This design comes from an exercise in tuning for small area on the open sky130 flow, not from production work. Only the layout flow was run in this run; the RTL was not checked for function there. No activity file was given, so power comes from the tool's default toggle rates.

File: flow/config.mk
export PLATFORM = sky130hd
export DESIGN_NAME = top
export DESIGN_NICKNAME = top
export VERILOG_FILES = /design/flow/design.v
export SDC_FILE = /design/flow/constraint.sdc
export NUM_CORES = 4
export LEC_CHECK = 0
export CAP_MARGIN = 20
export CORE_MARGIN = 2
export CORE_UTILIZATION = 40
export CTS_BUF_LIST = sky130_fd_sc_hd__clkbuf_8
export CTS_CLUSTER_DIAMETER = 500
export CTS_CLUSTER_SIZE = 50
export SLEW_MARGIN = 20
File: flow/constraint.sdc
create_clock -name core_clock -period 10.0 [get_ports {clk}]
set_input_delay 2.0000 -clock core_clock [delete_from_list [all_inputs] [get_ports {clk}]]
set_output_delay 2.0000 -clock core_clock [all_outputs]
set_load 0.01 [all_outputs]
File: flow/design.v
`timescale 1ns / 1ps
module uart_rx (
    input clk,
    input rst,
    input in,
    output notif,
    output reg [7:0] data,
    output send
);
  localparam [13:0] POL = 14'h2aaa;
  localparam [13:0] J = 14'h3440;
  localparam [13:0] M = 14'h3e29;
  localparam [13:0] T = 14'h157d;
  localparam [13:0] TMASK = 14'h3fd5;
  localparam [3:0] IDLE = 4'd3;
  localparam [3:0] START0 = 4'd6;
  localparam [3:0] START = 4'd7;
  localparam [3:0] D0 = 4'd8;
  localparam [3:0] D1 = 4'd9;
  localparam [3:0] D2 = 4'd10;
  localparam [3:0] D3 = 4'd11;
  localparam [3:0] D4 = 4'd12;
  localparam [3:0] D5 = 4'd13;
  localparam [3:0] D6 = 4'd14;
  localparam [3:0] D7 = 4'd15;
  localparam [3:0] STOP = 4'd0;
  localparam [3:0] CLEANUP = 4'd1;
  localparam [3:0] POST = 4'd2;
  reg [3:0] p;
  reg [13:0] y;
  wire [13:0] c = y ^ POL;
  wire term = (c & TMASK) == (T & TMASK);
  wire load = p == IDLE || p == POST;
  wire [13:0] cn = load ? M : term ? J : {c[12:0], c[13] ^ c[12]};
  always @(posedge clk) y <= cn ^ POL;
  always @(posedge clk) begin
    if (rst) p <= IDLE;
    else
      case (p)
        IDLE, POST: p <= in ? IDLE : START0;
        START0: p <= START;
        CLEANUP: p <= POST;
        START: if (term) p <= D0;
        D0: if (term) p <= D1;
        D1: if (term) p <= D2;
        D2: if (term) p <= D3;
        D3: if (term) p <= D4;
        D4: if (term) p <= D5;
        D5: if (term) p <= D6;
        D6: if (term) p <= D7;
        D7: if (term) p <= STOP;
        STOP: if (term) p <= CLEANUP;
        default: p <= IDLE;
      endcase
  end
  always @(posedge clk) if (term && p == D0) data[0] <= in;
  always @(posedge clk) if (term && p == D1) data[1] <= in;
  always @(posedge clk) if (term && p == D2) data[2] <= in;
  always @(posedge clk) if (term && p == D3) data[3] <= in;
  always @(posedge clk) if (term && p == D4) data[4] <= in;
  always @(posedge clk) if (term && p == D5) data[5] <= in;
  always @(posedge clk) if (term && p == D6) data[6] <= in;
  always @(posedge clk) if (term && p == D7) data[7] <= in;
  assign notif = !(p == IDLE || p == START0);
  assign send = p == POST;
endmodule
`timescale 1ns / 1ps
module uart_tx (
    input clk,
    input rst,
    input send,
    input [7:0] data,
    output notif,
    output reg out
);
  localparam [13:0] POL = 14'h2aaa;
  localparam [13:0] J = 14'h2a81;
  localparam [13:0] T = 14'h175d;
  localparam [13:0] TMASK = 14'h2df7;
  localparam [3:0] IDLE = 4'd3;
  localparam [3:0] CLEANUP = 4'd2;
  localparam [3:0] PEND = 4'd7;
  localparam [3:0] START = 4'd8;
  localparam [3:0] D0 = 4'd9;
  localparam [3:0] D1 = 4'd10;
  localparam [3:0] D2 = 4'd11;
  localparam [3:0] D3 = 4'd12;
  localparam [3:0] D4 = 4'd13;
  localparam [3:0] D5 = 4'd14;
  localparam [3:0] D6 = 4'd15;
  localparam [3:0] D7 = 4'd0;
  localparam [3:0] STOP = 4'd1;
  reg [3:0] p;
  reg [13:0] y;
  wire [13:0] c = y ^ POL;
  wire term = (c & TMASK) == (T & TMASK);
  wire load = p == IDLE || p == CLEANUP || p == PEND;
  wire [13:0] cn = (load || term) ? J : {c[12:0], c[13] ^ c[12]};
  always @(posedge clk) y <= cn ^ POL;
  always @(posedge clk) begin
    if (rst) p <= IDLE;
    else
      case (p)
        IDLE, CLEANUP: p <= send ? PEND : IDLE;
        PEND: p <= START;
        START: if (term) p <= D0;
        D0: if (term) p <= D1;
        D1: if (term) p <= D2;
        D2: if (term) p <= D3;
        D3: if (term) p <= D4;
        D4: if (term) p <= D5;
        D5: if (term) p <= D6;
        D6: if (term) p <= D7;
        D7: if (term) p <= STOP;
        STOP: if (term) p <= CLEANUP;
        default: p <= IDLE;
      endcase
  end
  always @(posedge clk) begin
    if (rst) out <= 1'b1;
    else if (p == PEND) out <= 1'b0;
    else if (term)
      case (p)
        START: out <= data[0];
        D0: out <= data[1];
        D1: out <= data[2];
        D2: out <= data[3];
        D3: out <= data[4];
        D4: out <= data[5];
        D5: out <= data[6];
        D6: out <= data[7];
        D7: out <= 1'b1;
        default: ;
      endcase
  end
  assign notif = !(p == IDLE || p == PEND);
endmodule
`timescale 1ns / 1ps
module top (
    input clk,
    input rst,
    input uart_txd_in,
    output uart_rxd_out,
    output [1:0] led
);
  wire [7:0] data;
  wire send;
  uart_rx uart_rx (
      .clk(clk),
      .rst(rst),
      .in(uart_txd_in),
      .notif(led[0]),
      .data(data),
      .send(send)
  );
  uart_tx uart_tx (
      .clk  (clk),
      .rst  (rst),
      .send (send),
      .data (data),
      .notif(led[1]),
      .out  (uart_rxd_out)
  );
endmodule
File: flow/run.sh
#!/bin/bash
# synth_recipe.tcl (not shown) runs the flow's synth.tcl, then flattens the netlist and writes it again
# the make line also repeats each setting of config.mk as NAME=value (left out here)
make -C /OpenROAD-flow-scripts/flow DESIGN_CONFIG=/design/flow/config.mk WORK_HOME=/design/flow/orfs CLKGATE_MAP_FILE= SYNTH_SCRIPT=/design/flow/synth_recipe.tcl finish
==> metrics.md <==
| Metric | Value |
|---|---|
| Run status | `no timing/DRC/antenna violations` |
| #FFs+latches synth | `45` |
| Die Footprint | `4970 sq um` |
| Number of nets in the final layout | `184` |
| Commonest register cell after synthesis | `sky130_fd_sc_hd__dfxtp_1` |
| Post-Syn Area per Cell | `9.78 sq um` |
| Count of pins over their slew limit | `0` |
| Overall die width | `70.5 um` |
| CTS H-Tree Depth | `2` |
| Reg-to-reg setup timing slack | `roughly 8 ns` |
| Vertical extent of the die | `70.5 um` |
| Post-Synthesis Net Count | `184` |
| Type of the setup path with the least slack | `flip-flop to output pin` |
| Type of destination of the critical path | `output pin` |
| Port Buffers | `5` |
| All-layer global routing usage | `13.7%` |
| Yosys warns | `2` |
| Number of routed nets with antenna violations | `0` |
| MaxCap Viol Count | `0` |
| Largest delay contributor family on the critical path | `flip-flops` |
| Post-placement cell count | `~230` |
| Initial standard-cell utilization of the core | `41.2%` |
| Clock root buffer master | `sky130_fd_sc_hd__clkbuf_8` |
| Count of cells along the worst register-to-register path | `4` |
| Part of the Yosys area used for sequential elements | `55.4%` |
| Number of search-and-repair iterations in the first detailed-routing pass | `6` |
| Sinks on the clock net | `45` |
| Number of buffers inserted during clock tree synthesis | `5` |
| Count of flip-flops with a built-in enable after synthesis | `8` |
| Setup repair after global routing missed its margin | `no` |
| Number of DRC markers in iteration 0 | `92` |
| Hold path startpoint | `uart_rx.y[11]` |
| Detail Placement HPWL | `2150 um` |
| Global-route wire length before repair | `5520 um` |
| Data required, critical path | `8.00 ns` |
| Top Ports | `6` |
| Clk pin slew, worst setup/hold paths | `0.08 ns` |
| Antenna cells | `0` |
| Cells resized by post-CTS repair | `0` |
| Slowest CP cell | `sky130_fd_sc_hd__dfxtp_1` |
| Worst Hold Path EP | `uart_rx.y[12]` |
| Clock tree from TritonCTS | `done` |
| Maximum clock rate | `268 MHz` |
| Number of buffer and inverter instances along the worst setup path | `1` |
| Hold path cells | `1` |
| Total overflow reported by the global router | `0` |
| WP data arrival | `1.74 ns` |
| Final routed wirelength across all metal layers | `3070 um` |
| Final Cycle Share | `37.4%` |
| Core utilization of the finished layout | `44.8%` |
| Via/cell ratio | `5.44` |
| Worst clock skew | `0.00655 ns` |
| Worst slack after detailed placement | `approximately 6.4 ns` |
| Number of hold-repair buffers added at the cts stage | `0` |
| Most frequent standard cell in the layout excluding fill and tap cells | `sky130_fd_sc_hd__dfxtp_1` |
| Total power consumption of the routed design | `~460 uW` |
| Routed vias | `1272` |
| Commonest cells after routing, fill and taps aside | `sky130_fd_sc_hd__dfxtp_1 (37), sky130_fd_sc_hd__nor2_1 (26), sky130_fd_sc_hd__nand2_1 (12)` |
| Cell chain of the critical path | `nor2b_1 -> nand2_1 -> clkdlybuf4s50_1` |
| Min-delay worst type | `flip-flop to flip-flop` |
| Maximum number of pins on one net before global-route repair | `16` |
| GPL Wtd Cong | `0.760` |
| Category of the worst setup path launch point | `flip-flop` |
| Area growth from synthesis to layout | `8.69%` |
| Number of placement rows | `24` |
| Power density over cell area | `240 nW/um^2` |
| Vias in the first global route | `between 1000 and 1500` |
| Antenna violations before repair | `0` |
| Fin Setup TNS | `0 ns` |
| Non-filler cells, final | `about 230` |
| Cell area after technology mapping | `roughly 1800 sq um` |
| Startpoint of the most critical register-to-register path | `uart_rx.y[7]` |
| Clock network latency to the later pin of the worst-skew pair | `0.29 ns` |
| Final Critical Period | `3.74 ns` |
| Reg-to-reg critical path endpoint | `uart_rx.data[0]` |
| Post-DR wirelength/cell | `13.1 um` |
| Slew at the pin closest to its max-slew limit | `0.818 ns` |
| Delay contributed by the slowest stage of the critical path | `just under 0.6 ns` |
| Lkg Pwr | `~0.7 nW` |
| Maximum ir drop on the vdd rail | `0.118 mV` |
| Async set-reset flop share out of synthesis | `0%` |
| Post-Syn Instances | `around 180` |
| Share of final-layout standard cells stronger than drive strength 1 | `7.14%` |
| Area inside the core boundary | `between 4000 and 5000 sq um` |
| # Post-CTS Setup Buffers | `0` |
| Final setup violation count | `0` |
| Number of hold-slack violations in the final timing report | `0` |
| Slew HR | `45.0%` |
| Slack of the critical path | `6.26 ns` |
| Fill cells | `roughly 420` |
| Clock tree buffer depth | `2` |
| DRC errors left | `0` |
| Post-synthesis cell type count | `46` |
| CP Max Fanout | `12` |
==> worst max-delay path by stage <==
stage                       from  slack (ns)            to  cells after the start
floorplan            uart_txd_in        7.10  uart_rx.p[0]                      4
CTS                 uart_tx.p[1]        6.26        led[1]                      3
global route        uart_tx.p[1]        6.10        led[1]                      3
finish              uart_tx.p[1]        6.26        led[1]                      3
global placement     uart_txd_in        6.49  uart_rx.p[0]                      5
detailed placement   uart_txd_in        6.43  uart_rx.p[0]                      5
==> sequential cells by signal, summed over array words and instances, names as in the netlist <==
name          flops
uart_rx.y        14
uart_tx.p         4
uart_rx.data      8
uart_tx.out       1
uart_rx.p         4
uart_tx.y        14
==> logic make-up after synthesis <==
family	share of synthesized area, %
AO/OA/AOI/OAI	15.1
XOR/XNOR	2.97
buffers and inverters	5.02
flip-flops	55.4
multiplexers	1.20
AND/OR/NAND/NOR	20.4
==> stage by stage <==
| step | hold WS (ns) | cell area [sq um] |
|---|---|---|
| after floorplan | 0.358 | 1770 |
| after global placement | 0.362 | 1820 |
| after detailed placement | 0.367 | 1820 |
| after CTS | 0.387 | 1920 |
| after global routing | 0.409 | 1920 |
| final | 0.388 | 1920 |
==> routing by layer <==
layer  GRT usage (%)  wire [um]  up-vias
li1                -          -      645
met1            17.3       1510      611
met2            21.6       1430       11
met3            4.56         90        5
met4            6.08         40        0
met5               0          0        -
==> report_power, final <==
| group | total, mW | switching (mW) | internal [mW] |
|---|---|---|---|
| registers | 0.247 | 0.0321 | 0.215 |
| logic | 0.0960 | 0.0488 | 0.0472 |
| clock network | 0.118 | 0.0560 | 0.0624 |
==> area by class of cell <==
| type | count | area (sq um) | share of cell area (%) |
|---|---|---|---|
| Clock buffer | 7 | 96.3 | 5.01 |
| Timing Repair Buffer | 6 | 57.6 | 2.99 |
| Tap cell | 52 | 65.1 | 3.38 |
| Multi-Input combinational cell | 118 | 701 | 36.4 |
| Inverter | 5 | 18.8 | 0.975 |
| Clock inverter | 1 | 5.00 | 0.260 |
| Sequential cell | 45 | 981 | 51.0 |
==> cell usage after synthesis, drive strengths merged, types with 3 or more instances <==
| cell type | count | area [sq um] |
|---|---|---|
| nand3 | 6 | 30.0 |
| dfxtp | 37 | 741 |
| o21ai | 4 | 20.0 |
| a221oi | 3 | 26.3 |
| nand3b | 3 | 22.5 |
| nand2 | 12 | 45.0 |
| nand2b | 3 | 18.8 |
| buf | 6 | 43.8 |
| nand4 | 4 | 25.0 |
| or3 | 4 | 30.0 |
| nor3 | 9 | 50.1 |
| nor2 | 26 | 97.6 |
| a21oi | 9 | 45.0 |
| edfxtp | 8 | 240 |
| nor2b | 3 | 18.8 |
| clkbuf | 7 | 26.3 |
| xnor2 | 4 | 35.0 |
| inv | 5 | 18.8 |

[what the ideal ports hide]
In the flow no input, the clock included, has a driving cell. The finished layout below was timed again as built, in two steps. Step 1, drivers: a clkbuf_16 drives clk and a buf_2 each remaining input, both assumed. Step 2 moves the port delays by t, midway between the first and last clock arrival at a register: inputs arrive t later, outputs are due t later. That takes back most of the time a late clock gives input paths. Three values: ideal ports, drivers, drivers and shift; two values: the first two.
shift t [ns]: 0.308
setup slack, ns: 6.262 / 6.237 / 6.436
hold slack, ns: 0.388 / 0.388 / 0.388
worst setup path at the end: input to register
After both steps this run still meets setup and hold. For this run, drivers alone change the setup slack by -0.025 ns; drivers and shift together by +0.174 ns.
